From an optimization exercise on the open Yosys and OpenROAD flow, aimed at small area; shortcuts taken in it are not production practice. Only simulation tests tie the RTL to the original design; equivalence was not proved. No activity file was given, so power comes from the tool's default toggle rates.

job 463:
## main
module main(
    input wire clk,
    input wire rst,
    input wire btnC,
    input wire btnL,
    input wire btnR,
    output wire [6:0] seg,
    output wire [3:0] an_on,
    output wire [2:0] vgaRed,
    output wire [2:0] vgaGreen,
    output wire [1:0] vgaBlue,
    output wire Hsync,
    output wire Vsync
);
Size: roughly 26 I/O pins, ~0.0030 mm^2 of cells after synthesis.
Settings: LEC_CHECK=0, ABC_AREA=1, CAP_MARGIN=20, CORE_MARGIN=2, CORE_UTILIZATION=40, CTS_BUF_LIST=sky130_fd_sc_hd__clkbuf_4, CTS_CLUSTER_DIAMETER=200, CTS_CLUSTER_SIZE=40, SLEW_MARGIN=20; clock period 7.0 ns.
standard.sh (not shown) runs the stock make flow with config.mk's settings and CLKGATE_MAP_FILE= SYNTH_SCRIPT=/design/flow/synth_recipe.tcl, a recipe that flattens the netlist after the stock synthesis.
==> flow/flow/run.sh <==
#!/bin/bash
# Own layout flow: the standard synthesis, then its combinational logic
# re-mapped by ABC with a stronger area script (registers untouched: same
# instances, names and cells), then the standard ORFS flow from floorplan on,
# with the smallest buffer on the ports and a smaller clock tree.
# Each tool's output goes to a log file of its own in the work folder.
set -euo pipefail
W=$(pwd)
F=$W/flow
YOSYS=$(command -v yosys || echo "$FLOW_HOME/../tools/install/yosys/bin/yosys")
R=$W/orfs/results/$FLOW_PLATFORM/main/base
LIB=$FLOW_HOME/platforms/$FLOW_PLATFORM/lib/sky130_fd_sc_hd__tt_025C_1v80.lib

# 1. standard synthesis
bash standard.sh synth > $W/1_synth_standard.log 2>&1
cp $R/1_2_yosys.v $W/standard_synth.v

# 2. re-map the combinational logic
SEQ=$(grep -o 'sky130_fd_sc_hd__[a-z0-9_]*' $W/standard_synth.v | sort -u | grep -E '__(dfxtp|dfrtp|dfstp|dfbbp|dfrbp|dfsbp|dfxbp|edfxtp|edfxbp|sdf|dlx|dlr|sedf|dfrtn)' | tr '\n' ' ')
printf 'set_driving_cell sky130_fd_sc_hd__buf_1\nset_load 5\n' > $W/abc.constr
sed -e "s#@LIB@#$LIB#g" -e "s#@IN@#$W/standard_synth.v#" -e "s#@OUT@#$W/resyn.v#g" \
    -e "s#@SCRIPT@#$F/area.abc#" -e "s#@CONSTR@#$W/abc.constr#" -e "s#@SEQ@#$SEQ#g" \
    $F/resyn.ys > $W/resyn.ys
$YOSYS -s $W/resyn.ys > $W/2_resyn_yosys.log 2>&1
# every register of the standard synthesis must be there, unchanged
grep -E '^\s*sky130_fd_sc_hd__\S+ \S+' $W/standard_synth.v | grep -E "$(echo $SEQ | tr ' ' '|')" | sort > $W/regs_standard.txt
grep -E '^\s*sky130_fd_sc_hd__\S+ \S+' $W/resyn.v | grep -E "$(echo $SEQ | tr ' ' '|')" | sort > $W/regs_resyn.txt
cmp $W/regs_standard.txt $W/regs_resyn.txt

# 3. the standard flow from floorplan on, on the re-mapped netlist
cp $W/resyn.v $R/1_2_yosys.v
rm -f $R/1_synth.odb $R/1_synth.sdc
bash standard.sh \
    "BUFFER_PORTS_ARGS=-buffer_cell sky130_fd_sc_hd__buf_1" \
    "CTS_ARGS=-sink_clustering_enable -repair_clock_nets -buf_list {sky130_fd_sc_hd__clkbuf_2 sky130_fd_sc_hd__clkbuf_4 sky130_fd_sc_hd__clkbuf_8} -sink_clustering_size 20 -sink_clustering_max_diameter 100 -dont_use_dummy_load" \
    finish > $W/3_layout_standard.log 2>&1
Other scripts of this flow, unchanged in this note and not shown: flow/flow/area.abc, flow/flow/resyn.ys
Job 463 was carried through to the last stage, and its layout satisfied the timing, DRC and antenna checks.
The following lists how job 6482 was set up differently from job 463:
diff --git a/flow/flow/run.sh b/flow/flow/run.sh
--- a/flow/flow/run.sh
+++ b/flow/flow/run.sh
@@ -34,3 +34,3 @@
     "BUFFER_PORTS_ARGS=-buffer_cell sky130_fd_sc_hd__buf_1" \
-    "CTS_ARGS=-sink_clustering_enable -repair_clock_nets -buf_list {sky130_fd_sc_hd__clkbuf_2 sky130_fd_sc_hd__clkbuf_4 sky130_fd_sc_hd__clkbuf_8} -sink_clustering_size 20 -sink_clustering_max_diameter 100 -dont_use_dummy_load" \
+    "CTS_ARGS=-sink_clustering_enable -repair_clock_nets -buf_list sky130_fd_sc_hd__clkbuf_4 -sink_clustering_size 60 -sink_clustering_max_diameter 500 -dont_use_dummy_load" \
     finish > $W/3_layout_standard.log 2>&1
--- outcome ---
- Diff job 463 -> job 6482 | sequential share of layout area | increase of 0.65 points
- Summary of job 6482 over job 463: part of the power in combinational logic climbed 0.3 points; global-route met3 utilization dropped 0.25 points; static leakage dropped 1.9%; final critical-path share of the clock period moved up.
- The first-pass GRT wire length of job 6482 exceeds that of job 463 by 35 um.
- Clock power improves in job 6482 relative to job 463.
Input changes introduced in job 7436 (baseline for comparison: job 6482):
diff --git a/flow/flow/run.sh b/flow/flow/run.sh
--- a/flow/flow/run.sh
+++ b/flow/flow/run.sh
@@ -3,4 +3,3 @@
 # re-mapped by ABC with a stronger area script (registers untouched: same
-# instances, names and cells), then the standard ORFS flow from floorplan on,
-# with the smallest buffer on the ports and a smaller clock tree.
+# instances, names and cells), then the standard ORFS flow from floorplan on.
 # Each tool's output goes to a log file of its own in the work folder.
@@ -32,5 +31,2 @@
 rm -f $R/1_synth.odb $R/1_synth.sdc
-bash standard.sh \
-    "BUFFER_PORTS_ARGS=-buffer_cell sky130_fd_sc_hd__buf_1" \
-    "CTS_ARGS=-sink_clustering_enable -repair_clock_nets -buf_list sky130_fd_sc_hd__clkbuf_4 -sink_clustering_size 60 -sink_clustering_max_diameter 500 -dont_use_dummy_load" \
-    finish > $W/3_layout_standard.log 2>&1
+bash standard.sh finish > $W/3_layout_standard.log 2>&1
[summary]
- Job 7436 reached the final stage; the timing, DRC and antenna checks on its layout passed.
- Job 6482 -> job 7436: net count of the finished layout delta 0, exact match
- Status: clock transition time at the flip-flop clock pins of the worst setup and hold paths parity (job 7436, job 6482)
- Delta (job 7436 minus job 6482): total routing usage reported by global routing has remained practically unchanged, antenna violation net count after detailed routing neither gained nor lost much, global-route wire length before repair moved down.

re-timing with driven ports:
Ports are ideal in the flow. The routed layouts listed here were re-timed in OpenROAD.
Step 1: set_driving_cell puts a clkbuf_16 on clk and a buf_2 on each other input, an assumption about the parent block.
Step 2 also shifts input and output timing later by t, the mid clock arrival at the registers, as if the neighbouring blocks saw the same clock.
Slacks: no drivers / after step 1 / after step 2; pairs: no drivers / after step 1.
| run | shift t [ns] | setup WS [ns] | hold slack, ns | latest minus earliest clock arrival (ns) | worst data-port slew with drivers (ns) |
|---|---|---|---|---|---|
| job 463 | 0.366 | 3.215 / 3.183 / 3.549 | 0.451 / 0.451 / 0.451 | 0.014 / 0.014 | 0.03 |
| job 6482 | 0.417 | 3.149 / 3.121 / 3.538 | 0.456 / 0.456 / 0.456 | 0.023 / 0.023 | 0.03 |
| job 7436 | 0.421 | 2.652 / 2.623 / 3.044 | 0.452 / 0.452 / 0.452 | 0.017 / 0.016 | 0.03 |
After both steps every run listed still meets setup and hold.
